Source: an optimization exercise on an open RTL-to-GDS flow (aim: small area). Production flows keep margins and buffers that such runs may drop.
Only simulation tests tie the RTL to the original design; equivalence was not proved.
Power is estimated from default activity; no workload was simulated.

## lane 1
==> flow/design.v <==
module spi_master #(
  parameter SLAVES  = 4,    
  parameter D_WIDTH = 16    
) (
  input  wire               clock,     
  input  wire               reset_n,   
  input  wire               enable,    
  input  wire               cpol,      
  input  wire               cpha,      
  input  wire               cont,      
  input  wire [7:0]         clk_div,   
  input  wire [7:0]         addr,      
  input  wire [D_WIDTH-1:0] tx_data,   
  input  wire               miso,      
  output reg                sclk,      
  output wire [SLAVES-1:0]  ss_n,      
  output reg                mosi,      
  output reg                mosi_oe,   
  output reg                busy,      
  output reg  [D_WIDTH-1:0] rx_data    
);
  reg                state;         
  reg                sel;           
  reg         [1:0]  slave;         
  reg         [7:0]  ratio;         
  reg         [7:0]  count;         
  reg         [5:0]  k;             
  reg                ph;            
  reg                continue_f;    
  reg  [D_WIDTH-1:0] rx_buffer;     
  reg  [D_WIDTH-1:0] tx_buffer;     
  reg                tx_done;       
  assign ss_n = sel ? ~(4'b0001 << slave) : 4'b1111;
  wire toggle = ~sel | ~|count[7:1];
  wire ad     = ~(ph ^ k[0]);                  
  wire is33   = k[5] & k[0];
  wire tx     = ad & ~k[5];
  wire rx     = ~ad & sel & ~is33;
  wire reload = cont & ~ad & (ph ? k[5] : &k[4:1]);
  wire fin    = is33 & ~cont;
  always @(posedge clock or negedge reset_n) begin
    if (!reset_n) begin
      busy    <= 1'b1;
      mosi_oe <= 1'b0;
      rx_data <= {D_WIDTH{1'b0}};
      state   <= 1'b0;
      sel     <= 1'b0;
    end else if (!state) begin
      busy    <= enable;
      mosi_oe <= 1'b0;
      state   <= enable;
      sel     <= 1'b0;
    end else begin
      sel <= 1'b1;
      busy <= 1'b1;
      if (toggle) begin
        if (tx)
          mosi_oe <= 1'b1;
        if (continue_f)
          busy <= 1'b0;
        if (continue_f | fin)
          rx_data <= rx_buffer;
        if (fin) begin
          busy    <= 1'b0;
          mosi_oe <= 1'b0;
          state   <= 1'b0;
          sel     <= 1'b0;
        end
      end
    end
  end
  always @(posedge clock) begin
    count <= toggle ? ratio : count - 8'd1;
    if (!state) begin
      slave      <= (addr[7:2] == 6'd0) ? addr[1:0] : 2'd0;
      ratio      <= clk_div;
      ph         <= cpha;
      tx_buffer  <= tx_data;
      tx_done    <= 1'b0;
      k          <= 6'd0;
      continue_f <= 1'b0;
      if (enable & reset_n)
        sclk <= cpol;
    end else if (toggle) begin
      continue_f <= reload;
      if (reload)
        k <= {5'd0, ph};
      else if (is33)
        k <= 6'd0;
      else
        k <= k + 6'd1;
      if (sel & ~is33)
        sclk <= ~sclk;
      if (rx)
        rx_buffer <= {rx_buffer[D_WIDTH-2:0], miso};
      if (tx)
        mosi <= tx_buffer[~k[4:1]] & ~tx_done;
      if (is33)
        tx_done <= 1'b1;
      if (reload) begin
        tx_buffer <= tx_data;
        tx_done   <= 1'b0;
      end
    end
  end
endmodule
==> flow/config.mk <==
export PLATFORM = sky130hd
export DESIGN_NAME = spi_master
export DESIGN_NICKNAME = spi_master
export VERILOG_FILES = /design/flow/design.v
export SDC_FILE = /design/flow/constraint.sdc
export NUM_CORES = 4
export LEC_CHECK = 0
export CAP_MARGIN = 20
export CORE_MARGIN = 2
export CORE_UTILIZATION = 60
export SLEW_MARGIN = 20
==> flow/constraint.sdc <==
create_clock -name core_clock -period 10.0 [get_ports {clock}]
set_input_delay 2.0000 -clock core_clock [delete_from_list [all_inputs] [get_ports {clock}]]
set_output_delay 2.0000 -clock core_clock [all_outputs]
set_load 0.01 [all_outputs]
standard.sh (not shown) runs the stock make flow with config.mk's settings and CLKGATE_MAP_FILE= SYNTH_SCRIPT=/design/flow/synth_recipe.tcl, a recipe that flattens the netlist after the stock synthesis.
==> flow/flow/run.sh <==
#!/bin/bash
# Standard ORFS layout with two changes: port buffers are buf_1 cells, and
# the clock tree is built from clkbuf_4 cells without dummy loads.
set -euo pipefail
export BUFFER_PORTS_ARGS="-buffer_cell sky130_fd_sc_hd__buf_1"
export CTS_ARGS="-sink_clustering_enable -repair_clock_nets -dont_use_dummy_load -buf_list sky130_fd_sc_hd__clkbuf_4"
bash standard.sh > standard.log 2>&1
What lane 2 does differently from lane 1 at the input level:
-- flow/design.v --
<<< lane 1, line 30
  reg  [D_WIDTH-1:0] rx_buffer;     
  reg  [D_WIDTH-1:0] tx_buffer;     
  reg                tx_done;       
  assign ss_n = sel ? ~(4'b0001 << slave) : 4'b1111;
  wire toggle = ~sel | ~|count[7:1];
>>> lane 2, line 30
  reg  [D_WIDTH-1:0] rx_buffer;     
  reg  [D_WIDTH-1:0] tx_buffer;     
  assign ss_n = sel ? ~(4'b0001 << slave) : 4'b1111;
  wire toggle = ~sel | ~|count[7:1];
<<< lane 1, line 77
      ph         <= cpha;
      tx_buffer  <= tx_data;
      tx_done    <= 1'b0;
      k          <= 6'd0;
      continue_f <= 1'b0;
>>> lane 2, line 76
      ph         <= cpha;
      tx_buffer  <= tx_data;
      k          <= 6'd0;
      continue_f <= 1'b0;
<<< lane 1, line 94
      if (rx)
        rx_buffer <= {rx_buffer[D_WIDTH-2:0], miso};
      if (tx)
        mosi <= tx_buffer[~k[4:1]] & ~tx_done;
      if (is33)
        tx_done <= 1'b1;
      if (reload) begin
        tx_buffer <= tx_data;
        tx_done   <= 1'b0;
      end
    end
  end
>>> lane 2, line 92
      if (rx)
        rx_buffer <= {rx_buffer[D_WIDTH-2:0], miso};
      if (tx) begin
        mosi      <= tx_buffer[D_WIDTH-1];
        tx_buffer <= {tx_buffer[D_WIDTH-2:0], 1'b0};
      end
      if (reload)
        tx_buffer <= tx_data;
    end
  end
Results
- [compare] base=lane 1 new=lane 2: first-pass GRT wire length went up about 6%, sequential cell area went down 20 um2, mean number of vias per cell went down 0.42%.
- Compared to lane 1, lane 2 has global-route met3 utilization 2.9 points higher.
- Relative to lane 1, via count of the routed design has increased by 1.5% in lane 2.
- Between lane 1 and lane 2, the relative area change from synthesis to final layout does not differ in any meaningful way.
- Compared with lane 1, lane 2 shows a lower met2 capacity usage during global routing.
- Relative to lane 1, multi-input combinational cell count has gone up in lane 2.
- Looking at wire length, lane 2 sits 4.7% above lane 1.
- Lane 1 tops out at a higher clock frequency than lane 2.
- In lane 2 the sequential power turned out about 4% lower than in lane 1.

==> afterwards: timing with drivers on the ports <==
Ports are ideal in the flow. The routed layouts listed here were re-timed in OpenROAD.
Step 1 (the two cells are an assumption about what drives the block):
set clk [get_ports {clock}]
set_driving_cell -lib_cell sky130_fd_sc_hd__clkbuf_16 $clk
set_driving_cell -lib_cell sky130_fd_sc_hd__buf_2 [delete_from_list [all_inputs] $clk]
Step 2, shift: input delay + t, output delay - t, t = (earliest + latest rising clock arrival at the registers) / 2. This alone moves slack from input paths to output paths.
Three values: ideal, step 1, step 2; two values: the first two.
run | t (ns) | setup slack, ns | hold WS [ns] | worst setup path at the end
lane 1 | 0.406 | 6.464 / 6.440 / 6.509 | 0.445 / 0.445 / 0.445 | input to register
lane 2 | 0.423 | 6.433 / 6.408 / 6.036 | 0.432 / 0.432 / 0.432 | input to register
After both steps setup and hold are still met in every run listed. For lane 2, which loses most, drivers alone change the setup slack by -0.025 ns; drivers and shift together by -0.397 ns.
